This design comes from an exercise in tuning for small area and a short achievable clock period on the open sky130 flow, not from production work.
The RTL was checked by simulation tests, not by an equivalence proof against the original design.
No driver is modelled on the clock port, so clock power and skew are understated where the tree is cut down; a real chip needs a root buffer or a tree.
Power and IR drop assume default switching activity.

Setup of v35:
==> flow/design.v <==
module moving_avg_filt(
  input clk,
  input signed [7:0] signal_in,
  output signed [7:0] signal_out
  );
  parameter N = 64;  
  reg signed [7:0] q [0:N-1];
  reg signed [8:0] d;
  reg signed [13:0] sum;
  reg [13:0] acc;
  reg [5:0] phase;
  reg load;
  reg keep;
  wire signed [13:0] acc_sum = {~acc[13], acc[12:0]};
  wire [7:0] acc_lo = keep ? acc[7:0] : 8'd0;
  wire [8:0] alo = {1'b0, acc_lo} + {1'b0, ~q[0][7], q[0][6:0]};
  wire [5:0] ahi_up = acc[13:8] + 6'd1;
  wire [5:0] ahi = keep ? (alo[8] ? ahi_up : acc[13:8]) : 6'd0;
  integer i;
  always @(posedge clk) begin
    q[0] <= signal_in;
    for (i = 0; i < N - 1; i = i + 1)
      q[i + 1] <= q[i];
    d <= signal_in - q[N-1];
    phase <= phase + 6'd1;
    load <= (phase == 6'd62);
    keep <= (phase != 6'd62);
    sum <= (load ? acc_sum : sum) + d;
    acc <= {ahi, alo[7:0]};
  end
  assign signal_out = sum[13:6];
endmodule
export LEC_CHECK = 0
export ABC_CLOCK_PERIOD_IN_PS = 2000
export CAP_MARGIN = 20
export CORE_MARGIN = 2
export CORE_UTILIZATION = 60
export HOLD_SLACK_MARGIN = 0
export PLACE_DENSITY = 0.75
export SLEW_MARGIN = 20
create_clock -name core_clock -period 8.0 [get_ports {clk}]
standard.sh (not shown) runs the stock make flow with config.mk's settings and CLKGATE_MAP_FILE= SYNTH_SCRIPT=/design/flow/synth_recipe.tcl, a recipe that flattens the netlist after the stock synthesis.
==> flow/flow/run.sh <==
#!/bin/bash
# Standard ORFS layout (standard synthesis unchanged) with port buffers of a
# plain buffer cell, no CTS dummy loads, a tighter setup repair target, and
# the clock tree's branch level removed after CTS (flow/collapse.tcl).
set -euo pipefail
bash standard.sh \
  BUFFER_PORTS_ARGS="-buffer_cell sky130_fd_sc_hd__buf_1" \
  CTS_ARGS="-sink_clustering_enable -repair_clock_nets -dont_use_dummy_load -sink_clustering_size 34 -sink_clustering_max_diameter 70 -buf_list {sky130_fd_sc_hd__clkbuf_16}" \
  POST_CTS_TCL="$PWD/flow/collapse.tcl" \
  SETUP_SLACK_MARGIN=5.4 \
  finish > flow.log 2>&1
==> flow/flow/collapse.tcl <==
# Remove the branch level of the clock tree: every clock buffer that the root
# buffer drives and that itself drives only clock buffers is taken out, and the
# buffers it drove are fed by the root buffer directly. All leaf buffers stay
# one level below the root, so every register's clock keeps the same depth.
set block [ord::get_db_block]
set clk_net [$block findNet clk]
set root ""
foreach it [$clk_net getITerms] {
  if {[$it isInputSignal]} { set root [$it getInst] }
}
set root_out [[$root findITerm X] getNet]
set removed 0
foreach it [$root_out getITerms] {
  set inst [$it getInst]
  if {$inst == $root} { continue }
  set x [$inst findITerm X]
  if {$x == "NULL" || $x == ""} { continue }
  set out [$x getNet]
  set loads {}
  set all_bufs 1
  foreach lt [$out getITerms] {
    if {[$lt getInst] == $inst} { continue }
    if {![string match "sky130_fd_sc_hd__clkbuf_*" [[[$lt getInst] getMaster] getName]]} { set all_bufs 0 }
    lappend loads $lt
  }
  if {!$all_bufs} { continue }
  foreach lt $loads {
    $lt disconnect
    $lt connect $root_out
  }
  $x disconnect
  $it disconnect
  odb::dbInst_destroy $inst
  odb::dbNet_destroy $out
  incr removed
}
puts "collapse.tcl: removed $removed branch clock buffers"
estimate_parasitics -placement
report_clock_skew
--- input diff v35..v10 ---
--- a/flow/flow/run.sh
+++ b/flow/flow/run.sh
@@ -7 +7 @@
-  BUFFER_PORTS_ARGS="-buffer_cell sky130_fd_sc_hd__buf_1" \
+  BUFFER_PORTS_ARGS="-buffer_cell sky130_fd_sc_hd__buf_2" \
@@ -10 +10 @@
-  SETUP_SLACK_MARGIN=5.4 \
+  SETUP_SLACK_MARGIN=5.5 \
==> summary.txt <==
Changes observed in v10 relative to v35: wire length of the first global-routing pass went up about 10%, final worst hold slack saw little to no change, die area shows no meaningful change, clock network fraction of total power now sits at about the same level, compound-gate portion of the synthesized area stayed essentially flat. Looking only at global-route usage, and setting everything else aside, the lower value of v10 and v35 goes to v35. Diff v35 -> v10: average wire per standard cell +1.4 µm; post-layout instance area picked up an extra 140 µm².
Input changes introduced in v7 (baseline for comparison: v10):
Settings: a change of PLACE_DENSITY from 0.75 to 0.85; a change of CORE_UTILIZATION from 60 to 70.
--- a/flow/flow/run.sh
+++ b/flow/flow/run.sh
@@ -10 +10 @@
-  SETUP_SLACK_MARGIN=5.5 \
+  SETUP_SLACK_MARGIN=5.4 \
- v7 did not stop at any stage, and its layout met the timing, DRC and antenna checks.
- The higher worst hold slack came out of v10.
- Reported for v10 and v7, maximum fanout count along the critical path turned out identical to the last digit.
- Power in v7 is 0.49% lower than in v10
- Compared with v10, in v7 net switching fraction of the power shows no meaningful change, area of all placed cells without fillers lower, wire length picked up an extra 6.8%.
- Any difference in met3 layer usage reported by global route between v7 and v10 is small enough to ignore.
- Final cell utilization of the core for v7 is higher than for v10.
- Delta (v7 minus v10): sum of net half-perimeters after detailed placement went up about 9%; least setup slack across all paths after layout lower.
## Diff of input files: v29 against v7
Settings: PLACE_DENSITY changed from 0.85 to 0.75; CORE_UTILIZATION changed from 70 to 60.
--- a/flow/flow/run.sh
+++ b/flow/flow/run.sh
@@ -7 +7 @@
-  BUFFER_PORTS_ARGS="-buffer_cell sky130_fd_sc_hd__buf_2" \
+  BUFFER_PORTS_ARGS="-buffer_cell sky130_fd_sc_hd__buf_4" \
Results
Power spent charging and discharging nets in v29 is about 3% below v7.
Re number of placed instances, taps included: v7 and v29 aren't equal, and the lower value belongs to v7.
Of v29 and v7, it is v29 that has the higher die area.
Final cell area excluding filler cells: v7 and v29 compared, higher one is v29
On total wire length, v7 loses to v29.
Leakage power: v29 vs v7 — no meaningful difference
When v29 is set beside v7, its critical path depth turns out to be 8 larger.
Between v7 and v29, the wire length on met2 is higher for v7.

what the ideal ports hide:
How much do the figures lean on ideal ports? The routed layouts below were timed once more, with nothing changed but the port constraints.
Step 1: set_driving_cell puts a clkbuf_16 on clk and a buf_2 on each other input, an assumption about the parent block.
Step 2 adds t to the input delays and takes it off the output delays; t is the mean of the earliest and latest rising clock arrival at the registers after step 1. Input paths then give back, and output paths get back, about the clock's delay inside the block.
Three values: ideal, step 1, step 2; two values: the first two.
run | t (ns) | slack for setup (ns) | hold WS [ns] | worst setup path at the end | pins driven straight from the clock port
v35 | 0.535 | 5.451 / 5.406 / 4.942 | 0.296 / 0.296 / 0.296 | input to register | 1
v10 | 0.532 | 5.464 / 5.421 / 4.933 | 0.299 / 0.299 / 0.299 | input to register | 1
v7 | 0.524 | 5.429 / 5.383 / 4.982 | 0.265 / 0.265 / 0.265 | input to register | 1
v29 | 0.540 | 5.439 / 5.408 / 4.916 | 0.298 / 0.298 / 0.298 | input to register | 1
After both steps setup and hold are still met in every run listed. For v10, which loses most, drivers alone change the setup slack by -0.043 ns; drivers and shift together by -0.531 ns.
